This design comes from an exercise in tuning for small area, a short achievable clock period and few clock cycles on the open sky130 flow, not from production work. At most, simulation tests tie the RTL to the original design; equivalence was not proved. Function not checked in runs 1 and 2: the RTL went through the layout flow alone. In every run shown here, the design's own scripts or RTL, not TritonCTS, make the clock network. The clock port is modelled as an ideal driver, which makes a skipped or thinned clock tree look cheaper than it is; a real chip needs a root buffer or a tree. Power figures rest on the tool's default switching activity, not on a simulated workload.

==> flow/design.v <==
`timescale 1ns/10ps
module ELA(clk, rst, in_data, data_rd, req, wen, addr, data_wr, done);
	input				clk;
	input				rst;
	input		[7:0]	in_data;
	input		[7:0]	data_rd;
	output				req;
	output	reg			wen;
	output	reg	[9:0]	addr;
	output	reg	[7:0]	data_wr;
	output	reg			done;
	reg			main, vld, nreq;
	assign req = ~nreq;
	reg			s0, s1, s2;
	reg	[4:0]	k;
	reg	[3:0]	j;
	reg	[7:0]	xr, v, yr, p, q;
	reg	[7:0]	dreg, bd;
	reg	[7:0]	sreg, bs;
	wire [7:0] yn = ~yr;
	wire [7:0] sp = xr ^ yr;	 
	wire [7:0] ep = xr ^ yn;	 
	reg [7:0] sg, sq, eg, eq;	 
	integer l, i, t;
	always @(*) begin
		sg = xr & yr;
		sq = sp;
		eg = xr & yn;
		eq = ep;
		for (l = 0; l < 3; l = l + 1)
			for (i = 0; i < 8; i = i + 1)
				if ((i >> l) & 1) begin
					t = ((i >> (l + 1)) << (l + 1)) + (1 << l) - 1;
					sg[i] = sg[i] | (sq[i] & sg[t]);
					sq[i] = sq[i] & sq[t];
					eg[i] = eg[i] | (eq[i] & eg[t]);
					eq[i] = eq[i] & eq[t];
				end
	end
	wire [8:0] sum = {sg[7], sp ^ {sg[6:0], 1'b0}};
	wire [7:0] e0 = ep ^ {eg[6:0], 1'b0};
	wire [7:0] e1 = ep ^ {eg[6:0] | eq[6:0], 1'b1};
	wire [7:0] dm = eg[7] ? e0 : ~e1;
	wire bzero = &bd;
	wire lt = ~bzero & ((&dreg) | (dreg < bd));
	wire edge_col = (k == 5'd1) || (k == 5'd2);
	wire upd = s1 | (lt & ~edge_col & (s2 | s0));
	wire [4:0] k1 = k + 5'd1;
	always @(posedge clk) begin
		dreg <= dm;
		sreg <= sum[8:1];
		if (upd) begin
			bd <= dreg;
			bs <= sreg;
		end
		if (s0) begin
			xr <= v;
			v <= xr;
		end else if (s1)
			xr <= data_rd;
		if (s0)
			yr <= data_wr;
		else if (s1)
			yr <= q;
		else
			yr <= p;
		if (s1) begin
			p <= yr;
			q <= p;
		end
		data_wr <= s1 ? bs : in_data;
		addr[4:0] <= s1 ? k - 5'd2 : k;
		addr[5] <= s1;
		if (!main)
			addr[9:6] <= 4'd0;
		else if (s2)
			addr[9:6] <= j + 4'd1;
		else if (s1 && k[4:1] == 4'd0)
			addr[9:6] <= j - 4'd1;
		else
			addr[9:6] <= j;
	end
	always @(posedge clk or posedge rst) begin
		if (rst) begin
			main <= 1'b0;
			vld <= 1'b0;
			s0 <= 1'b0;
			s1 <= 1'b0;
			s2 <= 1'b0;
			k <= 5'd0;
			j <= 4'd0;
			nreq <= 1'b0;
			wen <= 1'b0;
			done <= 1'b0;
		end else if (done) begin
			nreq <= 1'b1;
			wen <= 1'b0;
		end else if (!main) begin
			vld <= ~nreq;
			if (vld) k <= k1;
			wen <= vld;
			if (vld && k == 5'd31) begin
				main <= 1'b1;
				s2 <= 1'b1;
				nreq <= 1'b1;
			end
		end else begin
			s0 <= s2;
			s1 <= s0;
			s2 <= s1;
			nreq <= ~s0;
			if (s1) begin
				k <= k1;
				if (k == 5'd31) j <= j + 4'd1;
			end
			if (s2) begin
				wen <= (j != 4'd15);
				if (j == 4'd15 && k == 5'd2) begin
					done <= 1'b1;
					main <= 1'b0;
					wen <= 1'b0;
				end
			end else
				wen <= s1;
		end
	end
endmodule
==> flow/flow/run.sh <==
#!/bin/bash
# Own layout flow: the standard ORFS flow (standard.sh), except that
# - the clock tree is built by flow/cts.tcl, a copy of ORFS's cts.tcl whose
#   TritonCTS call is replaced by one level of clock buffers fed by the clock
#   port (manual_clock_tree there);
# - flow/env.sh may set MAKEVARS, extra ORFS variables for the steps after
#   synthesis. Synthesis is the standard one, unchanged.
# Every tool's output goes to a log in this folder.
set -euo pipefail
W=$(pwd)
rm -rf "$W/scripts"
cp -r "$FLOW_HOME/scripts" "$W/scripts"
cp "$W/flow/cts.tcl" "$W/scripts/cts.tcl"
export SCRIPTS_DIR="$W/scripts"
export CLKTREE_NBUF=4
export CLKTREE_BUF=sky130_fd_sc_hd__clkbuf_16
MAKEVARS=()
if [ -f "$W/flow/env.sh" ]; then source "$W/flow/env.sh"; fi
bash standard.sh synth > "$W/flow_synth.log" 2>&1
for step in floorplan place cts finish; do
  bash standard.sh "${MAKEVARS[@]}" $step > "$W/flow_$step.log" 2>&1
done
test -s "$W/out/final.def"
==> flow/flow/cts.tcl <==
utl::set_metrics_stage "cts__{}"
source $::env(SCRIPTS_DIR)/load.tcl
source $::env(SCRIPTS_DIR)/lec_check.tcl
erase_non_stage_variables cts
load_design 3_place.odb 3_place.sdc
source_step_tcl PRE CTS

# Clone clock tree inverters next to register loads
# so cts does not try to buffer the inverted clocks.
repair_clock_inverters

proc save_progress { stage } {
  puts "Run 'make gui_$stage.odb' to load progress snapshot"
  orfs_write_db $::env(RESULTS_DIR)/$stage.odb
  orfs_write_sdc $::env(RESULTS_DIR)/$stage.sdc
}

# Run CTS
set cts_args [list \
  -sink_clustering_enable \
  -repair_clock_nets]

append_env_var cts_args CTS_BUF_DISTANCE -distance_between_buffers 1
append_env_var cts_args CTS_CLUSTER_SIZE -sink_clustering_size 1
append_env_var cts_args CTS_CLUSTER_DIAMETER -sink_clustering_max_diameter 1
append_env_var cts_args CTS_BUF_LIST -buf_list 1
append_env_var cts_args CTS_LIB_NAME -library 1


if { [env_var_exists_and_non_empty CTS_ARGS] } {
  set cts_args $::env(CTS_ARGS)
}

set_dont_use $::env(DONT_USE_CELLS)

proc kmeans_groups { pts nb } {
  set xs [lsort -real [lmap p $pts {lindex $p 0}]]
  set ys [lsort -real [lmap p $pts {lindex $p 1}]]
  set x0 [lindex $xs 0]; set x1 [lindex $xs end]
  set y0 [lindex $ys 0]; set y1 [lindex $ys end]
  set cent {}
  set side [expr {int(ceil(sqrt($nb)))}]
  set rows [expr {int(ceil(double($nb) / $side))}]
  for {set i 0} {$i < $nb} {incr i} {
    set cx [expr {$i % $side}]; set cy [expr {$i / $side}]
    lappend cent [list [expr {$x0 + ($cx + 0.5) / $side * ($x1 - $x0)}] [expr {$y0 + ($cy + 0.5) / $rows * ($y1 - $y0)}]]
  }
  # balanced k-means: no group takes more than its share of the points
  set cap [expr {int(ceil(double([llength $pts]) / $nb))}]
  for {set iter 0} {$iter < 40} {incr iter} {
    set pairs {}
    set n 0
    foreach p $pts {
      for {set i 0} {$i < $nb} {incr i} {
        set c [lindex $cent $i]
        lappend pairs [list [expr {abs([lindex $p 0] - [lindex $c 0]) + abs([lindex $p 1] - [lindex $c 1])}] $n $i]
      }
      incr n
    }
    set grp [lrepeat $nb {}]
    set cnt [lrepeat $nb 0]
    set done [lrepeat [llength $pts] 0]
    foreach pr [lsort -real -index 0 $pairs] {
      lassign $pr d n i
      if {[lindex $done $n] || [lindex $cnt $i] >= $cap} { continue }
      lset done $n 1
      lset cnt $i [expr {[lindex $cnt $i] + 1}]
      lset grp $i [concat [lindex $grp $i] [list [lindex $pts $n]]]
    }
    set newc {}
    for {set i 0} {$i < $nb} {incr i} {
      set g [lindex $grp $i]
      if {[llength $g] == 0} { lappend newc [lindex $cent $i]; continue }
      set sx 0; set sy 0
      foreach p $g { set sx [expr {$sx + [lindex $p 0]}]; set sy [expr {$sy + [lindex $p 1]}] }
      lappend newc [list [expr {double($sx) / [llength $g]}] [expr {double($sy) / [llength $g]}]]
    }
    set cent $newc
  }
  return [list $grp $cent]
}

# Drive each group of iterms (points {x y iterm}) from a new buffer of
# master bufname placed at the group's centre, fed by net src; returns the
# buffers' input points.
proc buffer_groups { grp cent bufname src prefix } {
  set block [ord::get_db_block]
  set master [[ord::get_db] findMaster $bufname]
  set ins {}
  for {set i 0} {$i < [llength $grp]} {incr i} {
    set g [lindex $grp $i]
    if {[llength $g] == 0} { continue }
    set inst [odb::dbInst_create $block $master ${prefix}$i]
    set net [odb::dbNet_create $block clknet_${prefix}$i]
    $net setSigType CLOCK
    foreach p $g { set it [lindex $p 2]; $it disconnect; $it connect $net }
    set c [lindex $cent $i]
    set x [expr {int([lindex $c 0]) - [$master getWidth] / 2}]
    set y [expr {int([lindex $c 1]) - [$master getHeight] / 2}]
    $inst setLocation $x $y
    $inst setPlacementStatus PLACED
    [$inst findITerm A] connect $src
    [$inst findITerm X] connect $net
    lappend ins [list [lindex $c 0] [lindex $c 1] [$inst findITerm A]]
    puts "clock buffer ${prefix}$i ($bufname) drives [llength $g] pins"
  }
  return $ins
}

proc manual_clock_tree { } {
  set block [ord::get_db_block]
  set clknet [[$block findBTerm clk] getNet]
  set pts {}
  foreach it [$clknet getITerms] {
    set b [[$it getInst] getBBox]
    lappend pts [list [expr {([$b xMin] + [$b xMax]) / 2.0}] [expr {([$b yMin] + [$b yMax]) / 2.0}] $it]
  }
  if {[info exists ::env(CLKTREE_LEAF)] && $::env(CLKTREE_LEAF) ne ""} {
    lassign [kmeans_groups $pts $::env(CLKTREE_NLEAF)] grp cent
    set pts [buffer_groups $grp $cent $::env(CLKTREE_LEAF) $clknet clkleaf_]
  }
  lassign [kmeans_groups $pts $::env(CLKTREE_NBUF)] grp cent
  buffer_groups $grp $cent $::env(CLKTREE_BUF) $clknet clkroot_
  set_propagated_clock [all_clocks]
}
manual_clock_tree

utl::push_metrics_stage "cts__{}__pre_repair_timing"
log_cmd estimate_parasitics -placement
if { $::env(DETAILED_METRICS) } {
  report_metrics 4 "cts pre-repair-timing"
}
utl::pop_metrics_stage

set_placement_padding -global \
  -left $::env(CELL_PAD_IN_SITES_DETAIL_PLACEMENT) \
  -right $::env(CELL_PAD_IN_SITES_DETAIL_PLACEMENT)

set result [catch { detailed_placement } msg]
if { $result != 0 } {
  save_progress 4_1_error
  error "Detailed placement failed in CTS: $msg"
}

log_cmd estimate_parasitics -placement

if { $::env(CTS_SNAPSHOTS) } {
  save_progress 4_1_pre_repair_hold_setup
}

if { !$::env(SKIP_CTS_REPAIR_TIMING) } {
  if { $::env(EQUIVALENCE_CHECK) } {
    write_eqy_verilog 4_before_rsz.v
  }
  if { $::env(LEC_CHECK) } {
    write_lec_verilog 4_before_rsz_lec.v
  }

  repair_timing_helper

  if { $::env(EQUIVALENCE_CHECK) } {
    run_equivalence_test
  }
  if { $::env(LEC_CHECK) } {
    write_lec_verilog 4_after_rsz_lec.v
    run_lec_test 4_rsz 4_before_rsz_lec.v 4_after_rsz_lec.v
  }

  set result [catch { detailed_placement } msg]
  if { $result != 0 } {
    save_progress 4_1_error
    error "Detailed placement failed in CTS: $msg"
  }

  check_placement -verbose
}

report_metrics 4 "cts final"

source_step_tcl POST CTS

orfs_write_db $::env(RESULTS_DIR)/4_1_cts.odb
orfs_write_sdc $::env(RESULTS_DIR)/4_cts.sdc
==> flow/flow/env.sh <==
export BUFFER_PORTS_ARGS="-buffer_cell sky130_fd_sc_hd__buf_2"
==> flow/standard.sh <==
#!/bin/bash
# synth_recipe.tcl (not shown) runs the flow's synth.tcl, then flattens the netlist and writes it again
# the make line also repeats each setting of config.mk as NAME=value (left out here)
make -C /OpenROAD-flow-scripts/flow DESIGN_CONFIG=/design/flow/config.mk WORK_HOME=/design/flow/orfs CLKGATE_MAP_FILE= SYNTH_SCRIPT=/design/flow/synth_recipe.tcl "${@:-finish}"
==> flow/config.mk <==
export PLATFORM = sky130hd
export DESIGN_NAME = ELA
export DESIGN_NICKNAME = ELA
export VERILOG_FILES = /design/flow/design.v
export SDC_FILE = /design/flow/constraint.sdc
export NUM_CORES = 8
export LEC_CHECK = 0
export CAP_MARGIN = 20
export CORE_MARGIN = 2
export CORE_UTILIZATION = 40
export SETUP_SLACK_MARGIN = 3.0
export SLEW_MARGIN = 20
==> flow/constraint.sdc <==
create_clock -name core_clock -period 5.0 [get_ports {clk}]
set_input_delay 1.0000 -clock core_clock [delete_from_list [all_inputs] [get_ports {clk}]]
set_output_delay 1.0000 -clock core_clock [all_outputs]
set_load 0.01 [all_outputs]
==> impl_results.md, run 1 <==
* Post-synth EDFFs at 48
* I/O Buffers at 38
* Commonest register cell after synthesis: edfxtp_1
* Fin Clk Skew at 0.00700 ns
* Die Ht at between 100 and 150 um
* Pre-antenna DRT Iters at 4
* Maxcap violations at 0
* Post-synth ARST share at 0.159
* Total Power at between 1.5 and 2 mW
* Synth area leaders: edfxtp_1, dfxtp_1, dfrtp_1
* Max FO, Critical Path at 3
* P_leak at 2.29 nW
* Initial Util at 0.411
* NetSw at between 300 and 400 uW
* Final setup fails at 0
* Most instantiated cells after synthesis: edfxtp_1, dfxtp_1, inv_1
* Die width at 112 um
* Final WL at 8.27 mm
* Startpoint types: flop
* Fin. max-slew vios at 0
* ANT nets after route at 0
* Row cnt at 39
* Routed wire per std cell at 14.7 um
* Worst-path clk slew at around 0.1 ns
* # diodes at 0
* Fin crit share at 0.422
* Worst R2R Setup Slack at approximately 2.9 ns
* Synth area leader: edfxtp_1
* GRT Total Usage at 0.124
* WP data arrival at 2.16 ns
* Worst slew margin at 0.553
* Routability cong. at 0.773
* Worst-Skew Late Latency at about 0.16 ns
* Critical Path RT at 5.05 ns
* Layout cells sized above 1 at 0.274
* Count leader, synth: edfxtp_1
* Clock share of power at 0.230
* Setup TNS at 0 ns
* Final Hold Viols at 0
* Status: finished clean
* Power Density at 284 mW/mm2
* First-pass GRT wire length at between 10 and 15 mm
* Flop pwr share at 0.649
* Period minus WS final at 2.11 ns
* Logic pwr share at 0.121
* Die ar. at between 0.01 and 0.015 mm2
* Worst R2R End: dreg[5]
* NumNets Final at 478
* Drt via density at between 4 and 5
* FF-to-FF path depth at 10
* Sequential share of the synthesized area at 0.578
* Pin count of the biggest net entering global routing at 49
* Mapped Nets at 428
* Area of the mapped netlist at 0.00469 mm2
* Area delta synth->final at 15.7%
* Worst Max-Slew Pin Slew at 0.669 ns
* Hold depth at 0
* Worst hold endpoint: bs[1]
* Synth top area share at 0.307
* Antenna violations before repair at 0
* Starting DRT DRC Count at 94
* Post-DP HPWL at between 5 and 6 mm
* Hold_buf cts at 0
* HP Class: reg2reg
* Synth Instances at 372
* Avg Cell Area, Syn at about 13 um2
* VDD IR max at 0.233 mV
* Gr ovfl total at 0
* Seq cells post-synth at 107
* RR Startpoint: xr[0]
* Ports at 39
* Fmax at 0.474 GHz
* Critical path class: reg2reg
* CP endpoint kind: flop
* Internal Power at 1.22 mW
* Vias in the first global route at 2780
* Via count at between 2000 and 3000
* Yosys warning count at 1
* RSZ-0062 raised after global routing: true
* Core Region at about 0.011 mm2
* Number of distinct library cells after synthesis at 50
* Sw frac at 0.211
* # DRC at 0
* Worst min-delay path startpoint: sreg[1]
==> routing by layer <==
| metal | up-vias | part of all wire | global-route usage |
|---|---|---|---|
| met5 | - | 0 | 0 |
| met4 | 0 | 0.011 | 0.0114 |
| met3 | 5 | 0.026 | 0.00702 |
| met2 | 45 | 0.50 | 0.235 |
| met1 | 1356 | 0.46 | 0.164 |
| li1 | 1388 | - | - |
==> sequential cells by signal, summed over array words and instances (netlist names), 4 cells and up <==
name     count
p            8
addr        10
sreg         8
bs           8
v            8
xr           8
data_wr      8
bd           8
k            5
dreg         8
q            8
j            4
yr           8
==> worst max-delay path by stage <==
stage | from | endpoint | cells after the start
final | xr[0] | dreg[5] | 10
after detailed placement | xr[0] | dreg[7] | 8
after global routing | xr[0] | dreg[5] | 10
after global placement | bd[5] | bs[5] | 6
after floorplan | bd[5] | bd[0] | 6
after CTS | xr[0] | dreg[7] | 9
==> power by group through the flow <==
stage,registers (mW),logic (mW),clock network (mW)
6_report,1.00,0.187,0.354
5_1_grt,1.01,0.207,0.400
4_1_cts,0.999,0.159,0.370
3_5_place_dp,1.02,0.135,0
3_3_place_gp,1.02,0.129,0
2_1_floorplan,1.01,0.0973,0
==> placed cells by master (no fill, tap or decap), drive strengths merged, types with 2 or more instances in the layout <==
cell     n
a211oi   2
a21o     5
a21oi   17
a221oi   3
and2     2
and3     3
buf     54
clkbuf   5
dfrtp   17
dfxtp   42
edfxtp  48
fa       6
ha      32
inv     35
mux2    20
mux2i   11
nand2   20
nand2b   2
nand3    5
nand4    5
nor2    17
nor3     3
o21ai   18
o21bai   3
o22a     2
or2      3
xnor2   14
xor2     8
==> worst max-delay path: stages, from the launching register on <==
cell and delay (ns):
edfxtp_1 0.37, ha_2 0.18, inv_2 0.04, fa_2 0.36, buf_6 0.14, o21ai_4 0.13
inv_2 0.06, fa_2 0.40, o31ai_2 0.07, mux2i_1 0.12, xor2_1 0.15
==> cell type report <==
class | instances | area, um2
Buffer | 4 | 100
Timing Repair Buffer | 55 | 368
Fill cell | 1044 | 5990
Inverter | 36 | 135
Tap cell | 143 | 179
Sequential cell | 107 | 2720
Multi-Input combinational cell | 218 | 1920
==> metrics by stage <==
stage	area [um2]	setup WS, ns	instances	hold slack, ns	util
6_report	5420	2.89	563	0.414	0.475
5_1_grt	5420	2.81	563	0.424	0.475
4_1_cts	5280	2.86	557	0.416	0.462
3_5_place_dp	5040	2.75	543	0.391	0.441
3_3_place_gp	5040	2.82	543	0.387	0.441
2_1_floorplan	4710	2.98	372	0.386	-
==> what timing repair did <==
item,CTS,global route
setup endpoints to repair,28,32
hold endpoints to repair,0,0
cloned,0,1
buffers inserted,10,5
resized for setup,14,21
pin swaps,5,11
==> cell families after synthesis <==
family,Yosys count,share of synthesized area
mux,31,0.0715
buf+inv,47,0.0390
fa+ha+maj,38,0.111
compound gates,59,0.0841
xor+xnor,22,0.0411
flops,107,0.578
simple gates,68,0.0758
==> inputs of run 2 (changes only) <==
--- a/flow/config.mk
+++ b/flow/config.mk
@@ -9,4 +9,4 @@
 export CORE_MARGIN = 2
 export CORE_UTILIZATION = 40
-export SETUP_SLACK_MARGIN = 3.0
+export SETUP_SLACK_MARGIN = 3.1
 export SLEW_MARGIN = 20
==> impl_results.md, run 2 <==
* Seq cells post-synth at 107 (unchanged)
* Worst slew margin at 0.540 (-0.0130)
* Drt via density at 4.95 (-0.33%)
* Synth area leader: edfxtp_1
* Worst-path clk slew at 0.10 ns (about the same)
* Core Region at 0.0114 mm2 (unchanged)
* Pre-antenna DRT Iters at 4 (unchanged)
* Die ar. at 0.0126 mm2 (unchanged)
* Critical Path RT at 5.10 ns (+0.05 ns)
* Most instantiated cells after synthesis: edfxtp_1, dfxtp_1, inv_1
* Fin crit share at 0.405 (-0.0163)
* Post-synth EDFFs at 48 (unchanged)
* Avg Cell Area, Syn at 12.6 um2 (unchanged)
* Die Ht at 112 um (unchanged)
* Commonest register cell after synthesis: edfxtp_1
* Setup TNS at 0 ns (unchanged)
* Yosys warning count at 1 (unchanged)
* CP endpoint kind: flop
* Fillers at 1056 (+1.1%)
* Final Hold Viols at 0 (unchanged)
* Layout cells sized above 1 at 0.266 (-0.00826)
* Fin. max-slew vios at 0 (unchanged)
* Post-DP HPWL at 5.56 mm (about the same)
* Synth top area share at 0.307 (unchanged)
* Logic pwr share at 0.109 (-0.012)
* CP peak stage delay at 0.43 ns (+0.03 ns)
* Status: finished clean
* # diodes at 0 (unchanged)
* Ports at 39 (unchanged)
* Hold_buf cts at 0 (unchanged)
* Startpoint types: flop
* Row cnt at 39 (unchanged)
* Fmax at 0.493 GHz (+4.0%)
* Fin Clk Skew at 0.0136 ns (+0.00662 ns)
* Routed wire per std cell at 14.9 um (+1.2%)
* Worst-Skew Late Latency at 0.17 ns (about the same)
* Antenna violations before repair at 0 (unchanged)
* P_leak at 2.28 nW (-0.46%)
* # DRC at 0 (unchanged)
* VDD IR max at 0.173 mV (-26%)
* RSZ-0062 raised after global routing: true
* Synth area leaders: edfxtp_1, dfxtp_1, dfrtp_1
* Final setup fails at 0 (unchanged)
* Buf+Inv Stages, Crit Path at 2 (-1)
* NetSw at 326 uW (+0.32%)
* Most common cell after layout, fill and taps aside: edfxtp_1
* Final WL at 8.35 mm (+0.88%)
* Internal Power at 1.20 mW (-1.5%)
* Routability cong. at 0.838 (+8.4%)
* Min Hold Slack at 0.414 ns (-0.000143 ns)
* Count leader, synth: edfxtp_1
* Slowest CP cell: edfxtp_1
* Area delta synth->final at 15.2%
* Crit-path cells: buf_4, ha_1, inv_1, fa_2, o21bai_4, a221oi_2, o21bai_1, a21oi_2, xor2_1
* Maxcap violations at 0 (unchanged)
* Vias in the first global route at 2805 (+0.90%)
* HP Class: reg2reg
* Sw frac at 0.214 (+0.00302)
* GRT Total Usage at 0.131 (+0.00661)
* Sequential share of the synthesized area at 0.578 (unchanged)
* Period minus WS final at 2.03 ns (-0.0815 ns)
* I/O Buffers at 38 (unchanged)
* Synth Instances at 372 (unchanged)
* Number of distinct library cells after synthesis at 50 (unchanged)
* Initial Util at 0.411 (unchanged)
* Max FO, Critical Path at 3 (unchanged)
* Register with the most flip-flops: addr
* ANT nets after route at 0 (unchanged)
* Most frequent cells in the layout: edfxtp_1, dfxtp_1, buf_2
* Via count at 2775 (-0.68%)
* Flop pwr share at 0.655 (+0.006)
* Mapped Nets at 428 (unchanged)
* Die width at 112 um (unchanged)
* Area of the mapped netlist at 0.00469 mm2 (unchanged)
* Worst Max-Slew Pin Slew at 0.689 ns (+0.0194 ns)
* NumNets Final at 476 (-0.42%)
* WP data arrival at 2.12 ns (-0.04 ns)
* Gr ovfl total at 0 (unchanged)
* Power Density at 282 mW/mm2 (-0.64%)
* Post-synth ARST share at 0.159 (unchanged)
* Largest register FFs at 10 (unchanged)
* Critical path class: reg2reg
* Starting DRT DRC Count at 89 (-5.3%)
* Clock share of power at 0.236 (+0.006)
* Critical path's top delay family: compound AO/OA/AOI/OAI gates
* Pin count of the biggest net entering global routing at 37 (-24%)
* First-pass GRT wire length at 13.9 mm (+4.1%)
-- run 2: cell counts after synthesis --
No cell type changed its count.
-- run 2: layer usage --
layer	wire length, um	track usage
met4	48	0.00569
met5	0	0
met2	4050	0.232
met1	3970	0.188
met3	273	0.00918
-- run 2: cell families (layout without fill, tap and decap cells) --
logic type | after synthesis | count (layout) | share of synthesized area
flip-flops | 107 | 107 | 0.578
AND/OR/NAND/NOR | 68 | 68 | 0.0758
AO/OA/AOI/OAI | 59 | 59 | 0.0841
buffers and inverters | 47 | 93 | 0.0390
adder cells (fa/ha/maj) | 38 | 38 | 0.111
multiplexers | 31 | 31 | 0.0715
XOR/XNOR | 22 | 22 | 0.0411
-- run 2: path summary, 6_finish.rpt --
| path | from | to | cells after the start | slack (ns) |
|---|---|---|---|---|
| min | sreg[4] | bs[4] | 0 | 0.41 |
| max reg2reg | xr[0] | sreg[6] | 9 | 2.97 |
| max in group asynchronous | rst | s1 | 2 | 3.58 |
| min in group asynchronous | rst | k[3] | 2 | 0.92 |
| max | xr[0] | sreg[6] | 9 | 2.97 |
| min reg2reg | sreg[4] | bs[4] | 0 | 0.41 |
-- run 2: power groups by stage --
| stage | Sequential, mW | Combinational (mW) | Clock (mW) |
|---|---|---|---|
| 6_report | 0.998 | 0.165 | 0.360 |
| 5_1_grt | 1.00 | 0.185 | 0.402 |
| 4_1_cts | 0.999 | 0.165 | 0.375 |
| 3_5_place_dp | 1.02 | 0.138 | 0 |
| 3_3_place_gp | 1.02 | 0.132 | 0 |
| 2_1_floorplan | 1.01 | 0.0989 | 0 |
-- run 2: area by class of cell --
class	count	area (um2)	share of cell area
multi-input combinational	218	1940	0.359
inverter	36	135	0.0250
sequential	107	2720	0.504
buffer	4	100	0.0185
timing repair buffer	53	328	0.0607
tap	143	179	0.0331
-- run 2: timing repair --
item,in CTS,in global routing
pin swaps,13,0
endpoints found under the setup margin,34,29
gates resized for setup,22,4
endpoints found under the hold margin,0,0
buffers inserted,13,1
-- run 2: through the flow --
stage | std cells | utilization | instance area (um2) | power, mW | worst slack (ns)
after floorplan | 372 | - | 4730 | 1.11 | 2.98
after global placement | 543 | 0.443 | 5060 | 1.15 | 2.81
after detailed placement | 543 | 0.443 | 5060 | 1.16 | 2.74
after CTS | 560 | 0.472 | 5380 | 1.54 | 3.01
after global routing | 561 | 0.473 | 5400 | 1.59 | 2.88
final | 561 | 0.473 | 5400 | 1.52 | 2.97
==> inputs of run 3 (changes only) <==
--- a/flow/design.v
+++ b/flow/design.v
@@ -44,6 +44,6 @@
 	wire bzero = &bd;
 	wire lt = ~bzero & ((&dreg) | (dreg < bd));
-	wire edge_col = (k == 5'd1) || (k == 5'd2);
-	wire upd = s1 | (lt & ~edge_col & (s2 | s0));
+	reg cen;
+	wire upd = s1 | (lt & cen);
 	wire [4:0] k1 = k + 5'd1;
 	always @(posedge clk) begin
@@ -69,4 +69,5 @@
 			q <= p;
 		end
+		cen <= s1 ? (k[4:1] != 4'd0) : s2 ? (k != 5'd1 && k != 5'd2) : 1'b0;
 		data_wr <= s1 ? bs : in_data;
 		addr[4:0] <= s1 ? k - 5'd2 : k;
==> impl_results.md, run 3 <==
* Die width at 113 um (+0.52%)
* Yosys warning count at 1 (unchanged)
* Post-synth EDFFs at 48 (unchanged)
* CP endpoint kind: flop
* Layout cells sized above 1 at 0.273 (+0.00739)
* Worst Max-Slew Pin Slew at 0.662 ns (-0.0265 ns)
* Starting DRT DRC Count at 141 (+58%)
* Fmax at 0.478 GHz (-3.2%)
* Ports at 39 (unchanged)
* Post-route cell area at 0.00538 mm2 (-0.32%)
* Worst-Skew Late Latency at 0.17 ns (about the same)
* Final WL at 7.88 mm (-5.6%)
* Antenna violations before repair at 0 (unchanged)
* NumNets Final at 483 (+1.5%)
* Power Density at 287 mW/mm2 (+1.8%)
* Seq cells post-synth at 108 (+0.93%)
* Status: finished clean
* Final setup fails at 0 (unchanged)
* Fin. max-slew vios at 0 (unchanged)
* Core Region at 0.0115 mm2 (+0.43%)
* Max FO, Critical Path at 4 (+1)
* Pre-CTS setup slack at 2.81 ns (+0.0699 ns)
* Total Power at 1.55 mW (+1.5%)
* Avg Cell Area, Syn at 12.5 um2 (-1.1%)
* Maxcap violations at 0 (unchanged)
* Vias in the first global route at 2720 (-3.0%)
* Buf+Inv Stages, Crit Path at 3 (+1)
* Mapped Nets at 436 (+1.9%)
* Synth Instances at 380 (+2.2%)
* Final Hold Viols at 0 (unchanged)
* Number of distinct library cells after synthesis at 50 (unchanged)
* Pin count of the biggest net entering global routing at 37 (unchanged)
* WP data arrival at 2.14 ns (+0.02 ns)
* Register with the most flip-flops: addr
* Startpoint types: flop
* Largest register FFs at 10 (unchanged)
* # diodes at 0 (unchanged)
* Area of the mapped netlist at 0.00474 mm2 (+1.1%)
* Via count at 2773 (-0.072%)
* I/O Buffers at 38 (unchanged)
* Routability cong. at 0.840 (+0.25%)
* Synth top area share at 0.304 (-0.00325)
* CP dominant cell by count: inv_2
* Period minus WS final at 2.09 ns (+0.0659 ns)
* GRT Total Usage at 0.125 (-0.00586)
* Commonest register cell after synthesis: edfxtp_1
* Gr ovfl total at 0 (unchanged)
* Initial Util at 0.413 (+0.00262)
* Post-route insts no fill at 568 (+1.2%)
* Most common cell after layout, fill and taps aside: edfxtp_1
* Synth area leader: edfxtp_1
* P_leak at 2.30 nW (+1.1%)
* # DRC at 0 (unchanged)
* Critical path's top delay family: adder cells
* DP Area at 0.00507 mm2 (+0.22%)
* Setup TNS at 0 ns (unchanged)
* Synth area leaders: edfxtp_1, dfxtp_1, dfrtp_1
* Die Ht at 113 um (+0.52%)
* Most instantiated cells after synthesis: edfxtp_1, dfxtp_1, inv_1
* Critical path class: reg2reg
* Post-route setup slack at 2.91 ns (-0.0659 ns)
* Area delta synth->final at 13.6%
* Routed wire per std cell at 13.9 um (-6.7%)
* Sequential share of the synthesized area at 0.576 (-0.00188)
* Pre-antenna DRT Iters at 5 (+1)
* Die ar. at 0.0127 mm2 (+1.0%)
* HP Class: reg2reg
* Worst-path clk slew at 0.11 ns (about the same)
* VDD IR max at 0.216 mV (+25%)
* Slowest CP cell: edfxtp_1
* Crit-path cells: ha_2, inv_2, fa_2, nand3b_1, nand2_2, inv_2, buf_4, o21a_4, o311ai_2, o311ai_1
* Most frequent cells in the layout: edfxtp_1, dfxtp_1, buf_2
* Row cnt at 39 (unchanged)
* RSZ-0062 raised after global routing: true
* Fin Clk Skew at 0.0162 ns (+0.00256 ns)
* Drt via density at 4.88 (-1.3%)
* ANT nets after route at 0 (unchanged)
* Dpl cells at 551 (+1.5%)
* Worst R2R Setup Slack at 2.91 ns (-0.07 ns)
* Post-synth ARST share at 0.157 (-0.00147)
* Count leader, synth: edfxtp_1
* Worst slew margin at 0.558 (+0.0177)
* First-pass GRT wire length at 13.4 mm (-3.0%)
* Post-DP HPWL at 5.60 mm (+0.72%)
* CP peak stage delay at 0.39 ns (-0.04 ns)
* Fin crit share at 0.419 (+0.0132)
* Critical Path RT at 5.05 ns (-0.05 ns)
run 3: cell types whose count changed in the layout (fill, tap and decap cells not counted), moves of 3 or more:
cell     previous run  this run
nor2_1             17        25
buf_4              13         9
buf_6               0         4
nand4_1             5         9
a21o_1              5         2
inv_2               1         4
mux2i_1            11        14
run 3: cell families (layout without fill, tap and decap cells):
logic type,after synthesis,count (layout),synth area share
AO/OA/AOI/OAI,51,51,0.0747
XOR/XNOR,23,23,0.0425
adder cells (fa/ha/maj),38,38,0.110
buffers and inverters,49,94,0.0420
flip-flops,108,108,0.576
multiplexers,34,34,0.0771
AND/OR/NAND/NOR,77,77,0.0782
run 3: path summary, 6_finish.rpt:
| check | from | to | depth (start not counted) |
|---|---|---|---|
| setup / recovery | xr[0] | dreg[7] | 10 |
| hold / removal | sreg[2] | bs[2] | 0 |
| setup reg to reg | xr[0] | dreg[7] | 10 |
| hold reg to reg | sreg[2] | bs[2] | 0 |
| max in group asynchronous | rst | s1 | 2 |
| min in group asynchronous | rst | wen | 2 |
run 3: where the power goes:
| part | internal (mW) | switching [mW] | total, mW |
|---|---|---|---|
| combinational | 0.0820 | 0.0867 | 0.169 |
| sequential | 0.982 | 0.0277 | 1.01 |
| clock | 0.148 | 0.219 | 0.367 |
run 3: layout make-up:
type                       count  area [um2]
tap                          143         179
timing repair buffer          53         343
buffer                         4         100
fill                        1032        6090
multi-input combinational    223        1880
inverter                      37         139
sequential                   108        2740
run 3: what timing repair did:
action | CTS | global route
gates resized for setup | 17 | 15
buffers inserted | 9 | 4
hold buffers | 0 | 0
endpoints found under the setup margin | 34 | 30
pin swaps | 8 | 9
run 3: worst reg2reg max path, cell delays in order (launching register included):
cell and delay [ns]:
edfxtp_1 0.39, ha_2 0.18, inv_2 0.04, fa_2 0.38, nand3b_1 0.18, nand2_2 0.10, inv_2 0.05, buf_4 0.13
o21a_4 0.20, o311ai_2 0.20, o311ai_1 0.13
run 3: metrics by stage:
step / utilization / hold WS [ns]
after global placement: 0.442 / 0.390
after global routing: 0.469 / 0.419
final: 0.469 / 0.412
after floorplan: - / 0.386
after detailed placement: 0.442 / 0.389
after CTS: 0.462 / 0.415
run 3: metal layers:
layer	vias up	wire, um	GRT usage
li1	1402	-	-
met4	0	87	0.0114
met2	39	3610	0.206
met1	1326	3950	0.191
met5	-	0	0
met3	6	232	0.00750
Testbench counts of run 3, summed over its fixed seeds: cycles 47,392.
==> inputs of run 4 (changes only) <==
--- a/flow/config.mk
+++ b/flow/config.mk
@@ -9,4 +9,4 @@
 export CORE_MARGIN = 2
 export CORE_UTILIZATION = 40
-export SETUP_SLACK_MARGIN = 3.1
+export SETUP_SLACK_MARGIN = 3.0
 export SLEW_MARGIN = 20
==> impl_results.md, run 4 <==
* Status: finished clean
* Critical path's top delay family: adder cells
* Setup TNS at 0 ns (unchanged)
* Crit-path cells: inv_1, ha_2, inv_1, fa_2, nand3b_1, nand2_2, inv_2, fa_2, o21ai_1, mux2i_1, xor2_1
* Die ar. at 0.0127 mm2 (unchanged)
* Worst slew margin at 0.550 (-0.00792)
* Synth area leader: edfxtp_1
* VDD IR max at 0.144 mV (-34%)
* Critical Path RT at 5.06 ns (about the same)
* Worst Max-Slew Pin Slew at 0.674 ns (+0.0119 ns)
* Area delta synth->final at 12.6%
* Post-route setup slack at 2.98 ns (+0.0718 ns)
* Crit path from: yr[0]
* Starting DRT DRC Count at 156 (+11%)
* Pre-antenna DRT Iters at 7 (+2)
* Most frequent cells in the layout: edfxtp_1, dfxtp_1, buf_2
* Final core utilization at 0.465 (-0.00415)
* Max FO, Critical Path at 3 (-1)
* Fmax at 0.495 GHz (+3.6%)
* Die width at 113 um (unchanged)
* Hold_buf cts at 0 (unchanged)
* Worst R2R Setup Slack at 2.98 ns (+0.07 ns)
* Power Density at 287 mW/mm2 (about the same)
* Routed wire per std cell at 14.6 um (+5.3%)
* Buf+Inv Stages, Crit Path at 3 (unchanged)
* Gr ovfl total at 0 (unchanged)
* DP Area at 0.00507 mm2 (about the same)
* Fin. max-slew vios at 0 (unchanged)
* Drt via density at 4.90 (+0.47%)
* Critical path class: reg2reg
* Antenna violations before repair at 0 (unchanged)
* RSZ-0062 raised after global routing: true
* Synth Instances at 380 (unchanged)
* Area of the mapped netlist at 0.00474 mm2 (unchanged)
* Register with the most flip-flops: addr
* I/O Buffers at 38 (unchanged)
* Synth area leaders: edfxtp_1, dfxtp_1, dfrtp_1
* Post-synth ARST share at 0.157 (unchanged)
* P_leak at 2.29 nW (-0.47%)
* Most common cell after layout, fill and taps aside: edfxtp_1
* Layout cells sized above 1 at 0.247 (-0.0259)
* Period minus WS final at 2.02 ns (-0.0718 ns)
* # diodes at 0 (unchanged)
* Final WL at 8.30 mm (+5.3%)
* Routability cong. at 0.825 (-1.8%)
* Worst-Skew Late Latency at 0.17 ns (about the same)
* Ports at 39 (unchanged)
* Avg Cell Area, Syn at 12.5 um2 (unchanged)
* # DRC at 0 (unchanged)
* Seq cells post-synth at 108 (unchanged)
* FF-to-FF path depth at 11 (+1)
* Hold depth at 0 (unchanged)
* GRT Total Usage at 0.129 (+0.00353)
* CP endpoint kind: flop
* Startpoint types: flop
* Dpl cells at 551 (unchanged)
* Number of distinct library cells after synthesis at 50 (unchanged)
* Mapped Nets at 436 (unchanged)
* Final Hold Viols at 0 (unchanged)
* Maxcap violations at 0 (unchanged)
* RR Startpoint: yr[0]
* ANT nets after route at 0 (unchanged)
* HP Class: reg2reg
* Count leader, synth: edfxtp_1
* Pin count of the biggest net entering global routing at 37 (unchanged)
* Die Ht at 113 um (unchanged)
* Fin Clk Skew at 0.00921 ns (-0.00697 ns)
* CP peak stage delay at 0.34 ns (-0.05 ns)
* Post-DP HPWL at 5.85 mm (+4.4%)
* NumNets Final at 483 (unchanged)
* Worst hold endpoint: bs[4]
* Post-route cell area at 0.00533 mm2 (-0.88%)
* WP data arrival at 2.08 ns (-0.06 ns)
* Post-synth EDFFs at 48 (unchanged)
* Commonest register cell after synthesis: edfxtp_1
* Via count at 2786 (+0.47%)
* Sequential share of the synthesized area at 0.576 (unchanged)
* Fin crit share at 0.404 (-0.0144)
* Worst min-delay path startpoint: sreg[4]
* Initial Util at 0.413 (unchanged)
* Worst R2R End: dreg[5]
* Most instantiated cells after synthesis: edfxtp_1, dfxtp_1, inv_1
* First-pass GRT wire length at 13.8 mm (+2.6%)
* Final setup fails at 0 (unchanged)
* Vias in the first global route at 2789 (+2.5%)
* Slowest CP cell: dfxtp_2
* Row cnt at 39 (unchanged)
* Core Region at 0.0115 mm2 (unchanged)
* Largest register FFs at 10 (unchanged)
* Yosys warning count at 1 (unchanged)
* Post-route insts no fill at 568 (unchanged)
* Synth top area share at 0.304 (unchanged)
* Pre-CTS setup slack at 2.74 ns (-0.0750 ns)
* Worst-path clk slew at 0.11 ns (about the same)
[run 4: cell counts after synthesis]
Identical to the previous run, type by type.
[run 4: cells by family (layout without fill, tap and decap cells)]
group           Yosys count  after routing  share of synthesized area
flops                   108            108                      0.576
simple gates             77             77                     0.0782
compound gates           51             51                     0.0747
fa+ha+maj                38             38                      0.110
buf+inv                  49             94                     0.0420
mux                      34             34                     0.0771
xor+xnor                 23             23                     0.0425
[run 4: layout make-up]
type,count,area [um2]
Buffer,4,100
Fill cell,1031,6130
Inverter,37,139
Multi-Input combinational cell,223,1870
Sequential cell,108,2730
Tap cell,143,179
Timing Repair Buffer,53,310
[run 4: power breakdown]
part | switching, mW | leakage (nW) | total (mW) | internal (mW)
clock | 0.215 | 0.0493 | 0.362 | 0.148
sequential | 0.0281 | 1.03 | 1.01 | 0.982
combinational | 0.0865 | 1.21 | 0.160 | 0.0730
[run 4: worst max path at each step]
| stage | slack, ns | depth (start not counted) | to |
|---|---|---|---|
| after floorplan | 2.97 | 10 | dreg[5] |
| after global placement | 2.82 | 7 | bs[0] |
| after detailed placement | 2.74 | 7 | bd[0] |
| after CTS | 2.94 | 11 | dreg[5] |
| after global routing | 2.90 | 9 | dreg[5] |
| final | 2.98 | 11 | dreg[5] |
[run 4: metrics by stage]
stage,total power [mW],hold slack (ns)
after floorplan,1.12,0.386
after global placement,1.16,0.390
after detailed placement,1.16,0.401
after CTS,1.54,0.419
after global routing,1.60,0.424
final,1.53,0.416
[run 4: what timing repair did]
item | CTS | global route
setup endpoints to repair | 26 | 31
buffers inserted | 9 | 4
gates resized for setup | 7 | 11
pin swaps | 8 | 4
hold endpoints to repair | 0 | 0
[run 4: per-layer routing]
| metal | vias to the layer above | part of all wire | track usage |
|---|---|---|---|
| met1 | 1347 | 0.51 | 0.193 |
| met5 | - | 0 | 0 |
| li1 | 1399 | - | - |
| met3 | 6 | 0.027 | 0.00911 |
| met2 | 34 | 0.45 | 0.212 |
| met4 | 0 | 0.013 | 0.0163 |
==> inputs of run 5 (changes only) <==
--- a/flow/config.mk
+++ b/flow/config.mk
@@ -9,4 +9,4 @@
 export CORE_MARGIN = 2
 export CORE_UTILIZATION = 40
-export SETUP_SLACK_MARGIN = 3.0
+export SETUP_SLACK_MARGIN = 2.7
 export SLEW_MARGIN = 20
==> impl_results.md, run 5 <==
* Post-route setup slack at 2.81 ns (-0.168 ns)
* Fin Clk Skew at 0.0146 ns (+0.00540 ns)
* Startpoint types: flop
* Area of the mapped netlist at 0.00474 mm2 (unchanged)
* Fin. max-slew vios at 0 (unchanged)
* Flop pwr share at 0.670 (+0.011)
* Most instantiated cells after synthesis: edfxtp_1, dfxtp_1, inv_1
* Mapped Nets at 436 (unchanged)
* Die width at 113 um (unchanged)
* Power Density at 291 mW/mm2 (+1.4%)
* Layout cells sized above 1 at 0.189 (-0.0582)
* Maxcap violations at 0 (unchanged)
* Via count at 2722 (-2.3%)
* Initial Util at 0.413 (unchanged)
* Post-synth EDFFs at 48 (unchanged)
* Internal Power at 1.18 mW (-1.6%)
* GR Layer Usage met2 at 0.232 (+0.0196)
* Period minus WS final at 2.19 ns (+0.168 ns)
* Most Crowded Layer GR: met2
* Count leader, synth: edfxtp_1
* Die ar. at 0.0127 mm2 (unchanged)
* Core Region at 0.0115 mm2 (unchanged)
* Drt via density at 4.90 (-0.19%)
* Sw frac at 0.214 (-0.000359)
* Pre-CTS setup slack at 2.77 ns (+0.0293 ns)
* Final Hold Viols at 0 (unchanged)
* CP endpoint kind: flop
* Post-DP HPWL at 5.98 mm (+2.3%)
* Synth Instances at 380 (unchanged)
* Ports at 39 (unchanged)
* Most frequent cells in the layout: edfxtp_1, dfxtp_1, buf_2
* Routability cong. at 0.847 (+2.6%)
* Avg Cell Area, Syn at 12.5 um2 (unchanged)
* Register area at 0.00273 mm2 (about the same)
* Final WL at 8.19 mm (-1.3%)
* Number of distinct library cells after synthesis at 50 (unchanged)
* DP Area at 0.00506 mm2 (-0.15%)
* Starting DRT DRC Count at 138 (-12%)
* Fillers at 1049 (+1.7%)
* Area delta synth->final at 9.24%
* Worst slew margin at 0.563 (+0.0125)
* Worst-path clk slew at 0.11 ns (about the same)
* Critical Path RT at 5.06 ns (about the same)
* Max FO, Critical Path at 4 (+1)
* Routed wire per std cell at 14.7 um (+0.87%)
* Die Ht at 113 um (unchanged)
* Synth top area share at 0.304 (unchanged)
* HP Class: reg2reg
* Met3 Track Usage GR at 0.00857 (-0.000536)
* Final core utilization at 0.451 (-0.0137)
* Clock share of power at 0.242 (+0.005)
* # DRC at 0 (unchanged)
* Buf+Inv Stages, Crit Path at 3 (unchanged)
* P_leak at 2.23 nW (-2.6%)
* Commonest register cell after synthesis: edfxtp_1
* Setup TNS at 0 ns (unchanged)
* Most common cell after layout, fill and taps aside: edfxtp_1
* First-pass GRT wire length at 13.6 mm (-1.4%)
* WP data arrival at 2.25 ns (+0.17 ns)
* ANT nets after route at 0 (unchanged)
* Worst Max-Slew Pin Slew at 0.655 ns (-0.0188 ns)
* Sequential share of the synthesized area at 0.576 (unchanged)
* Min Hold Slack at 0.413 ns (-0.00276 ns)
* Pre-antenna DRT Iters at 4 (-3)
* Register with the most flip-flops: addr
* Worst-Skew Late Latency at 0.17 ns (about the same)
* # diodes at 0 (unchanged)
* Synth area leader: edfxtp_1
* Status: finished clean
* GRT Total Usage at 0.128 (about the same)
* CP peak stage delay at 0.41 ns (+0.07 ns)
* Gr ovfl total at 0 (unchanged)
* Antenna violations before repair at 0 (unchanged)
* Synth area leaders: edfxtp_1, dfxtp_1, dfrtp_1
* Pin count of the biggest net entering global routing at 37 (unchanged)
* NetSw at 323 uW (-1.8%)
* Post-synth ARST share at 0.157 (unchanged)
* Met1 usage at 0.176 (-0.0174)
* Slowest CP cell: fa_1
* Fin crit share at 0.438 (+0.0336)
* Crit-path cells: inv_1, ha_1, inv_1, fa_1, nand3b_1, nand2_2, inv_2, fa_1, o21ai_0, mux2i_1, xor2_1
* Largest register FFs at 10 (unchanged)
* Row cnt at 39 (unchanged)
* Final setup fails at 0 (unchanged)
* Critical path's top delay family: adder cells
* Multi-input gate area at 0.00181 mm2 (-3.1%)
* Logic pwr share at 0.088 (-0.016)
* VDD IR max at 0.213 mV (+48%)
* Yosys warning count at 1 (unchanged)
* Fmax at 0.457 GHz (-7.7%)
* Seq cells post-synth at 108 (unchanged)
* NumNets Final at 471 (-2.5%)
* Vias in the first global route at 2746 (-1.5%)
* Post-route cell area at 0.00518 mm2 (-3.0%)
* Critical path class: reg2reg
* I/O Buffers at 38 (unchanged)
* RSZ-0062 raised after global routing: false
run 5: path summary, 6_finish.rpt:
check	from	end	slack, ns	cells after the start
hold / removal	sreg[6]	bs[6]	0.41	0
max in group asynchronous	rst	s1	3.61	2
setup reg to reg	yr[0]	dreg[5]	2.81	11
hold reg to reg	sreg[6]	bs[6]	0.41	0
min in group asynchronous	rst	k[4]	0.91	2
setup / recovery	yr[0]	dreg[5]	2.81	11
run 5: kinds of logic (layout without fill, tap and decap cells):
logic type,after synthesis,in the layout,share of synthesized area
compound gates,51,51,0.0747
xor+xnor,23,23,0.0425
fa+ha+maj,38,38,0.110
buf+inv,49,82,0.0420
flops,108,108,0.576
mux,34,34,0.0771
simple gates,77,77,0.0782
run 5: power groups by stage:
stage | clock, mW | sequential, mW | combinational [mW]
finish | 0.365 | 1.01 | 0.133
global placement | 0 | 1.03 | 0.128
global route | 0.407 | 1.02 | 0.150
detailed placement | 0 | 1.03 | 0.132
CTS | 0.381 | 1.01 | 0.133
floorplan | 0 | 1.02 | 0.0956
run 5: timing repair:
action | 4_1_cts | 5_1_grt
hold buffers | 0 | 0
buffers inserted | 0 | 1
hold endpoints to repair | 0 | 0
endpoints found under the setup margin | 0 | 18
gates resized for setup | 0 | 2
run 5: per-stage QoR:
step	power [mW]	std cells
2_1_floorplan	1.12	380
3_3_place_gp	1.16	551
3_5_place_dp	1.16	551
4_1_cts	1.53	555
5_1_grt	1.57	556
6_report	1.51	556
run 5: worst register-to-register path, cell delays in order (launching register included):
cell and delay (ns):
dfxtp_1 0.35, inv_1 0.06, ha_1 0.12, inv_1 0.05
fa_1 0.41, nand3b_1 0.20, nand2_2 0.12, inv_2 0.06
fa_1 0.37, o21ai_0 0.08, mux2i_1 0.11, xor2_1 0.15
run 5: layout make-up:
type / instances / area share
multi-input cells: 223 / 0.350
repair buffers: 41 / 0.0411
well taps: 143 / 0.0346
flip-flops and latches: 108 / 0.528
plain buffers: 4 / 0.0193
inverters: 37 / 0.0268
run 5: layer usage:
metal | share of wire | vias up
met5 | 0 | -
met4 | 0.015 | 0
met3 | 0.031 | 7
met2 | 0.48 | 48
met1 | 0.47 | 1296
li1 | - | 1371
==> inputs of run 6 (changes only) <==
--- a/flow/config.mk
+++ b/flow/config.mk
@@ -9,4 +9,4 @@
 export CORE_MARGIN = 2
 export CORE_UTILIZATION = 40
-export SETUP_SLACK_MARGIN = 2.7
+export SETUP_SLACK_MARGIN = 2.8
 export SLEW_MARGIN = 20
==> impl_results.md, run 6 <==
* Status: finished clean
* Total Power at 1.52 mW (+1.1%)
* Post-synth ARST share at 0.157 (unchanged)
* Buf+Inv Stages, Crit Path at 3 (unchanged)
* Largest register FFs at 10 (unchanged)
* Synth area leader: edfxtp_1
* Pin count of the biggest net entering global routing at 37 (unchanged)
* Initial Util at 0.413 (unchanged)
* Sw frac at 0.215 (about the same)
* P_leak at 2.25 nW (+0.86%)
* Area of the mapped netlist at 0.00474 mm2 (unchanged)
* Critical path class: reg2reg
* Fillers at 1046 (-0.29%)
* Seq cells post-synth at 108 (unchanged)
* I/O Buffers at 38 (unchanged)
* Routed wire per std cell at 14.9 um (+0.85%)
* Post-Synth Simple-Gate Area at 0.0782 (unchanged)
* Clock share of power at 0.239 (-0.003)
* ANT nets after route at 0 (unchanged)
* Fin. max-slew vios at 0 (unchanged)
* Worst-Skew Late Latency at 0.17 ns (about the same)
* Post-synth EDFFs at 48 (unchanged)
* Synth area leaders: edfxtp_1, dfxtp_1, dfrtp_1
* CP endpoint kind: flop
* Critical Path RT at 5.06 ns (about the same)
* VDD IR max at 0.213 mV (about the same)
* Final WL at 8.30 mm (+1.4%)
* Sequential share of the synthesized area at 0.576 (unchanged)
* Internal Power at 1.20 mW (+1.1%)
* Critical path's top delay family: adder cells
* Period minus WS final at 2.15 ns (-0.0442 ns)
* Final setup fails at 0 (unchanged)
* Flop pwr share at 0.662 (-0.008)
* Mux share of post-synthesis cell area at 0.0771 (unchanged)
* Mapped Nets at 436 (unchanged)
* Hold_buf cts at 0 (unchanged)
* Post-DP HPWL at 5.98 mm (unchanged)
* Max FO, Critical Path at 3 (-1)
* CP peak stage delay at 0.38 ns (-0.03 ns)
* Routability cong. at 0.847 (unchanged)
* Die width at 113 um (unchanged)
* Most instantiated cells after synthesis: edfxtp_1, dfxtp_1, inv_1
* Fin crit share at 0.429 (-0.00885)
* Vias in the first global route at 2752 (+0.22%)
* First-pass GRT wire length at 13.6 mm (+0.15%)
* Maxcap violations at 0 (unchanged)
* Avg Cell Area, Syn at 12.5 um2 (unchanged)
* Setup TNS at 0 ns (unchanged)
* Fin Clk Skew at 0.0141 ns (-0.000531 ns)
* Via count at 2737 (+0.55%)
* Drt via density at 4.90 (about the same)
* RSZ-0062 raised after global routing: true
* Most frequent cells in the layout: edfxtp_1, dfxtp_1, buf_2
* Synth Instances at 380 (unchanged)
* Complex-gate fraction of the synthesized area at 0.0747 (unchanged)
* Main combinational cell family by area after synthesis: adder cells
* Die ar. at 0.0127 mm2 (unchanged)
* Worst-path clk slew at 0.11 ns (about the same)
* Core Region at 0.0115 mm2 (unchanged)
* Logic pwr share at 0.099 (+0.011)
* Crit-path cells: inv_1, ha_1, inv_1, fa_2, nand3b_1, nand2_2, inv_2, fa_1, o21ai_0, mux2i_1, xor2_1
* Gr ovfl total at 0 (unchanged)
* Worst Max-Slew Pin Slew at 0.652 ns (-0.00297 ns)
* Starting DRT DRC Count at 152 (+10%)
* WP data arrival at 2.21 ns (-0.04 ns)
* Fmax at 0.466 GHz (+2.1%)
* Synth top area share at 0.304 (unchanged)
* Count leader, synth: edfxtp_1
* Die Ht at 113 um (unchanged)
* Worst slew margin at 0.565 (+0.00198)
* # DRC at 0 (unchanged)
* Layout cells sized above 1 at 0.204 (+0.0155)
* Adder-Cell Fraction of Synth Area at 0.110 (unchanged)
* Number of distinct library cells after synthesis at 50 (unchanged)
* Area delta synth->final at 10.2%
* Slowest CP cell: fa_2
* NetSw at 327 uW (+1.2%)
* Final Hold Viols at 0 (unchanged)
* Startpoint types: flop
* Post-synthesis xor/xnor area fraction at 0.0425 (unchanged)
* HP Class: reg2reg
* Pre-antenna DRT Iters at 4 (unchanged)
* GRT Total Usage at 0.129 (+0.000229)
* Antenna violations before repair at 0 (unchanged)
* Row cnt at 39 (unchanged)
* Most common cell after layout, fill and taps aside: edfxtp_1
* CP dominant cell by count: inv_1
* NumNets Final at 474 (+0.64%)
* # diodes at 0 (unchanged)
* Ports at 39 (unchanged)
* Yosys warning count at 1 (unchanged)
* Power Density at 292 mW/mm2 (+0.30%)
* Commonest register cell after synthesis: edfxtp_1
* Register with the most flip-flops: addr
## run 6: changes by cell type in the layout (fill, tap and decap cells not counted)
cell     delta
a21oi_1     -1
fa_2        +1
a21oi_2     +1
dfxtp_2     +2
buf_12      +1
buf_4       +2
dfxtp_1     -2
fa_1        -1
## run 6: through the flow
stage | cell area [um2] | utilization | hold WS [ns] | setup WS [ns] | cells
2_1_floorplan | 4740 | - | 0.386 | 2.91 | 380
3_3_place_gp | 5060 | 0.442 | 0.389 | 2.81 | 551
3_5_place_dp | 5060 | 0.442 | 0.392 | 2.77 | 551
4_1_cts | 5170 | 0.451 | 0.406 | 2.80 | 556
5_1_grt | 5220 | 0.455 | 0.427 | 2.76 | 559
6_report | 5220 | 0.455 | 0.412 | 2.85 | 559
## run 6: per-layer routing
metal  up-vias  share of wire  global-route usage  routed length (um)
li1       1378              -                   -                   -
met1      1305           0.48               0.176                3960
met2        47           0.48               0.233                3970
met3         7          0.030             0.00857                 247
met4         0          0.014              0.0163                 119
met5         -              0                   0                   0
## run 6: path summary, 6_finish.rpt
kind | cells past startpoint | start | slack, ns | endpoint
worst max-delay path | 11 | yr[0] | 2.85 | dreg[5]
worst min-delay path | 0 | sreg[6] | 0.41 | bs[6]
worst max register to register | 11 | yr[0] | 2.85 | dreg[5]
worst min register to register | 0 | sreg[6] | 0.41 | bs[6]
max in group asynchronous | 2 | rst | 3.61 | s1
min in group asynchronous | 2 | rst | 0.91 | nreq
## run 6: cells by family (layout without fill, tap and decap cells)
kind of cell / after synthesis / count (layout)
DFF: 108 / 108
and+or+nand+nor: 77 / 77
AOI/OAI and AO/OA: 51 / 51
buffers and inverters: 49 / 85
adders and majority gates: 38 / 38
muxes: 34 / 34
xor gates and xnor gates: 23 / 23
## run 6: power groups by stage
stage	Clock [mW]	Combinational, mW	Sequential [mW]
global route	0.407	0.168	1.02
global placement	0	0.128	1.03
floorplan	0	0.0956	1.02
CTS	0.381	0.134	1.01
finish	0.365	0.151	1.01
detailed placement	0	0.132	1.03
## run 6: area by class of cell
class / instances / area [um2] / area share
Buffer: 4 / 100 / 0.0192
Inverter: 37 / 139 / 0.0266
Timing Repair Buffer: 44 / 248 / 0.0475
Sequential cell: 108 / 2730 / 0.524
Tap cell: 143 / 179 / 0.0343
Multi-Input combinational cell: 223 / 1820 / 0.349
## run 6: repair_timing
action / in CTS / in global routing
buffers inserted: 1 / 3
resized for setup: 1 / 5
pin swaps: 0 / 3
setup endpoints to repair: 17 / 25
==> inputs of run 7 (changes only) <==
--- a/flow/config.mk
+++ b/flow/config.mk
@@ -8,5 +8,5 @@
 export CAP_MARGIN = 20
 export CORE_MARGIN = 2
-export CORE_UTILIZATION = 40
-export SETUP_SLACK_MARGIN = 2.8
+export CORE_UTILIZATION = 30
+export SETUP_SLACK_MARGIN = 2.9
 export SLEW_MARGIN = 20
==> impl_results.md, run 7 <==
* Synth area leaders: edfxtp_1, dfxtp_1, dfrtp_1
* HP Class: reg2reg
* Status: finished clean
* Core Region at 0.0153 mm2 (+34%)
* GRT Total Usage at 0.0966 (-0.0321)
* # DRC at 0 (unchanged)
* P_leak at 2.27 nW (+0.86%)
* Fin crit share at 0.417 (-0.0117)
* ANT nets after route at 0 (unchanged)
* Count leader, synth: edfxtp_1
* Worst slew margin at 0.545 (-0.0193)
* Routed wire per std cell at 13.4 um (-10%)
* Commonest register cell after synthesis: edfxtp_1
* Fin. max-slew vios at 0 (unchanged)
* VDD IR max at 0.136 mV (-36%)
* RR Startpoint: yr[0]
* CP endpoint kind: flop
* Die width at 130 um (+15%)
* RSZ-0062 raised after global routing: true
* Gr ovfl total at 0 (unchanged)
* WP data arrival at 2.15 ns (-0.06 ns)
* Synth area leader: edfxtp_1
* Post-route setup slack at 2.91 ns (+0.0586 ns)
* Number of distinct library cells after synthesis at 50 (unchanged)
* Dpl cells at 619 (+12%)
* Fillers at 1532 (+46%)
* Crit-path cells: inv_2, ha_2, inv_2, fa_2, nand3b_1, nand2_2, inv_2, fa_2, o21ai_1, mux2i_1, xor2_1
* Most instantiated cells after synthesis: edfxtp_1, dfxtp_1, inv_1
* Worst min-delay path startpoint: sreg[5]
* Pre-antenna DRT Iters at 5 (+1)
* Crit path from: yr[0]
* Sequential share of the synthesized area at 0.576 (unchanged)
* CP dominant cell by count: inv_2
* Die ar. at 0.0168 mm2 (+32%)
* Critical path class: reg2reg
* Pin count of the biggest net entering global routing at 47 (+27%)
* Antenna violations before repair at 0 (unchanged)
* Largest register FFs at 10 (unchanged)
* Mapped Nets at 436 (unchanged)
* # diodes at 0 (unchanged)
* Hold_buf cts at 0 (unchanged)
* Register area at 0.00273 mm2 (about the same)
* Final Hold Viols at 0 (unchanged)
* Area of the mapped netlist at 0.00474 mm2 (unchanged)
* Ports at 39 (unchanged)
* Yosys warning count at 1 (unchanged)
* Total Power at 1.53 mW (+0.13%)
* Post-synth ARST share at 0.157 (unchanged)
* Layout cells sized above 1 at 0.243 (+0.0391)
* Slowest CP cell: fa_2
* Worst-Skew Late Latency at 0.17 ns (about the same)
* Final setup fails at 0 (unchanged)
* Setup TNS at 0 ns (unchanged)
* Routability cong. at 0.786 (-7.1%)
* CP peak stage delay at 0.39 ns (about the same)
* Register with the most flip-flops: addr
* Post-route insts no fill at 630 (+13%)
* Post-DP HPWL at 5.85 mm (-2.1%)
* Final WL at 8.42 mm (+1.4%)
* Fmax at 0.479 GHz (+2.8%)
* Pre-CTS setup slack at 2.73 ns (-0.0328 ns)
* NumNets Final at 477 (+0.63%)
* Power Density at 284 mW/mm2 (-2.8%)
* Starting DRT DRC Count at 127 (-16%)
* Multi-input gate area at 0.00189 mm2 (+3.8%)
* First-pass GRT wire length at 13.4 mm (-1.6%)
* Vias in the first global route at 2721 (-1.1%)
* Via count at 2782 (+1.6%)
* Drt via density at 4.42 (-9.8%)
* Post-route cell area at 0.00538 mm2 (+3.0%)
* DP Area at 0.00515 mm2 (+1.7%)
* Max FO, Critical Path at 4 (+1)
* Row cnt at 45 (+15%)
* Worst Max-Slew Pin Slew at 0.681 ns (+0.0289 ns)
* Synth top area share at 0.304 (unchanged)
* Die Ht at 130 um (+15%)
* Maxcap violations at 0 (unchanged)
* Avg Cell Area, Syn at 12.5 um2 (unchanged)
* Most common cell after layout, fill and taps aside: edfxtp_1
* Startpoint types: flop
* Initial Util at 0.309 (-0.104)
* Seq cells post-synth at 108 (unchanged)
* Fin Clk Skew at 0.0147 ns (+0.000588 ns)
* Period minus WS final at 2.09 ns (-0.0586 ns)
* Area delta synth->final at 13.5%
* Critical Path RT at 5.07 ns (about the same)
* Most frequent cells in the layout: edfxtp_1, dfxtp_1, buf_2
* Post-synth EDFFs at 48 (unchanged)
* Worst-path clk slew at 0.11 ns (about the same)
* Synth Instances at 380 (unchanged)
* I/O Buffers at 38 (unchanged)
==> run 7: cell types whose count changed in the layout (fill, tap and decap cells not counted), sizes merged <==
| cell | change |
|---|---|
| buf | +2 |
| nand2 | +1 |
==> run 7: routing by layer <==
layer	GRT usage	up-vias	wire, um
li1	-	1391	-
met1	0.141	1333	4070
met2	0.160	49	3910
met3	0.00702	9	258
met4	0.0171	0	179
met5	0	-	0
==> run 7: layout make-up <==
| class | count | area share |
|---|---|---|
| tap | 211 | 0.0491 |
| timing repair buffer | 46 | 0.0472 |
| sequential | 108 | 0.508 |
| multi-input combinational | 224 | 0.351 |
| inverter | 37 | 0.0258 |
| buffer | 4 | 0.0186 |
==> run 7: repair_timing <==
item,CTS,global route
pin swaps,1,10
endpoints found under the setup margin,19,23
cloned,0,1
setup buffers,2,4
resized for setup,2,22
==> run 7: worst max-delay path: cells and delay by family, from the launching register on <==
kind / cells / cell delay (ns)
XOR/XNOR: 1 / 0.15
adder cells (fa/ha/maj): 3 / 0.90
buffers and inverters: 3 / 0.14
flip-flops: 1 / 0.35
multiplexers: 1 / 0.10
AO/OA/AOI/OAI: 1 / 0.08
AND/OR/NAND/NOR: 2 / 0.27
==> run 7: power by group <==
part | total, mW | internal [mW] | switching (mW)
registers | 1.01 | 0.982 | 0.0271
logic | 0.153 | 0.0634 | 0.0901
clock network | 0.364 | 0.148 | 0.216
==> run 7: kinds of logic after synthesis <==
logic type	share of synthesized area
mux	0.0771
flops	0.576
xor+xnor	0.0425
simple gates	0.0782
buf+inv	0.0420
compound gates	0.0747
fa+ha+maj	0.110
==> run 7: worst paths after layout <==
path                                end  slack [ns]  cells past startpoint
worst max-delay path            dreg[5]        2.91                     11
worst min-delay path              bs[5]        0.41                      0
worst max register to register  dreg[5]        2.91                     11
worst min register to register    bs[5]        0.41                      0
max in group asynchronous            s1        3.61                      2
min in group asynchronous           vld        0.92                      2
==> run 7: stage by stage <==
stage                util  hold WS (ns)
floorplan               -         0.386
global placement    0.336         0.388
detailed placement  0.336         0.389
CTS                 0.344         0.412
global route        0.351         0.421
finish              0.351         0.411
==> inputs of run 8 (changes only) <==
--- a/flow/config.mk
+++ b/flow/config.mk
@@ -8,5 +8,5 @@
 export CAP_MARGIN = 20
 export CORE_MARGIN = 2
-export CORE_UTILIZATION = 30
+export CORE_UTILIZATION = 50
 export SETUP_SLACK_MARGIN = 2.9
 export SLEW_MARGIN = 20
==> impl_results.md, run 8 <==
* Worst min-delay path startpoint: sreg[7]
* Antenna violations before repair at 0 (unchanged)
* Routability cong. at 0.793 (+0.93%)
* Worst slew margin at 0.563 (+0.0173)
* First-pass GRT wire length at 13.2 mm (-1.3%)
* RR Startpoint: yr[0]
* Commonest register cell after synthesis: edfxtp_1
* Status: finished clean
* # DRC at 0 (unchanged)
* ANT nets after route at 0 (unchanged)
* WP data arrival at 2.11 ns (-0.04 ns)
* Post-synth EDFFs at 48 (unchanged)
* Count leader, synth: edfxtp_1
* Core Region at 0.00920 mm2 (-40%)
* Via count at 2754 (-1.0%)
* Largest register FFs at 10 (unchanged)
* HP Class: reg2reg
* Final WL at 7.90 mm (-6.2%)
* Max FO, Critical Path at 3 (-1)
* FF-to-FF path depth at 11 (unchanged)
* Die ar. at 0.0103 mm2 (-39%)
* Pin count of the biggest net entering global routing at 37 (-21%)
* Yosys warning count at 1 (unchanged)
* Power Density at 293 mW/mm2 (+3.2%)
* Worst-Skew Late Latency at 0.17 ns (about the same)
* Avg Cell Area, Syn at 12.5 um2 (unchanged)
* Drt via density at 5.20 (+18%)
* Synth area leaders: edfxtp_1, dfxtp_1, dfrtp_1
* Pre-antenna DRT Iters at 4 (-1)
* Gr ovfl total at 0 (unchanged)
* Hold depth at 0 (unchanged)
* Critical Path RT at 5.07 ns (about the same)
* GRT Total Usage at 0.160 (+0.0638)
* Sequential share of the synthesized area at 0.576 (unchanged)
* Post-DP HPWL at 5.65 mm (-3.5%)
* Clock share of power at 0.237 (about the same)
* P_leak at 2.27 nW (about the same)
* Initial Util at 0.515 (+0.206)
* Worst-path clk slew at 0.11 ns (about the same)
* Fmax at 0.489 GHz (+2.1%)
* Dpl cells at 519 (-16%)
* Fin crit share at 0.409 (-0.00863)
* Row cnt at 35 (-22%)
* Fin Clk Skew at 0.0186 ns (+0.00390 ns)
* Number of distinct library cells after synthesis at 50 (unchanged)
* Post-synth ARST share at 0.157 (unchanged)
* Crit path from: yr[0]
* Ports at 39 (unchanged)
* Synth top area share at 0.304 (unchanged)
* Maxcap violations at 0 (unchanged)
* Layout cells sized above 1 at 0.234 (-0.00955)
* Register with the most flip-flops: addr
* Total Power at 1.54 mW (+0.73%)
* Hold_buf cts at 0 (unchanged)
* CP endpoint kind: flop
* Internal Power at 1.21 mW (+1.2%)
* Setup TNS at 0 ns (unchanged)
* Mapped Nets at 436 (unchanged)
* Area delta synth->final at 10.8%
* Fin. max-slew vios at 0 (unchanged)
* NetSw at 330 uW (-1.1%)
* Die Ht at 101 um (-22%)
* I/O Buffers at 38 (unchanged)
* Routed wire per std cell at 14.9 um (+12%)
* Most instantiated cells after synthesis: edfxtp_1, dfxtp_1, inv_1
* Most frequent cells in the layout: edfxtp_1, dfxtp_1, buf_2
* Synth Instances at 380 (unchanged)
* RSZ-0062 raised after global routing: true
* Critical path class: reg2reg
* Startpoint types: flop
* Seq cells post-synth at 108 (unchanged)
[run 8: cell counts after synthesis]
Identical to the previous run, type by type.
[run 8: critical path, stage by stage, from the launching register on]
cell	delay (ns)
dfxtp_2	0.34
inv_2	0.04
ha_2	0.16
inv_2	0.04
fa_2	0.33
nand3b_1	0.18
nand2_2	0.11
inv_4	0.05
fa_2	0.39
o21ai_2	0.06
mux2i_1	0.10
xor2_1	0.15
[run 8: power by group through the flow]
stage          Combinational, mW  Clock [mW]  Sequential [mW]
2_1_floorplan             0.0956           0             1.02
3_3_place_gp               0.129           0             1.03
3_5_place_dp               0.133           0             1.03
4_1_cts                    0.137       0.385             1.01
5_1_grt                    0.186       0.411             1.02
6_report                   0.164       0.364             1.01
[run 8: final timing paths]
check | to | slack, ns
max | dreg[5] | 2.96
max reg2reg | dreg[5] | 2.96
min | bs[7] | 0.41
min reg2reg | bs[7] | 0.41
min in group asynchronous | k[0] | 0.90
max in group asynchronous | s1 | 3.64
[run 8: repair_timing]
item,4_1_cts,5_1_grt
pin swaps,1,6
buffers inserted,4,3
setup endpoints to repair,18,27
resized for setup,4,16
[run 8: layout make-up]
cell class                 count  area [um2]
buffer                         4         100
sequential                   108        2730
timing repair buffer          47         274
multi-input combinational    223        1870
tap                          111         139
inverter                      37         141
fill                         783        3950
[run 8: per-layer routing]
| layer | global-route usage | part of all wire |
|---|---|---|
| met5 | 0 | 0 |
| met4 | 0.0208 | 0.018 |
| met3 | 0.00759 | 0.023 |
| met2 | 0.301 | 0.51 |
| met1 | 0.212 | 0.44 |
[run 8: through the flow]
stage           util  instance area, um2  worst slack (ns)
6_report       0.571                5250              2.96
5_1_grt        0.571                5250              2.88
4_1_cts        0.561                5160              2.90
3_5_place_dp   0.546                5020              2.74
3_3_place_gp   0.546                5020              2.76
2_1_floorplan      -                4740              2.91
[run 8: cell families (layout without fill, tap and decap cells)]
kind of cell | Yosys count | count (layout) | share of synthesized area
AND/OR/NAND/NOR | 77 | 77 | 0.0782
XOR/XNOR | 23 | 23 | 0.0425
multiplexers | 34 | 34 | 0.0771
adder cells (fa/ha/maj) | 38 | 38 | 0.110
buffers and inverters | 49 | 88 | 0.0420
AO/OA/AOI/OAI | 51 | 51 | 0.0747
flip-flops | 108 | 108 | 0.576
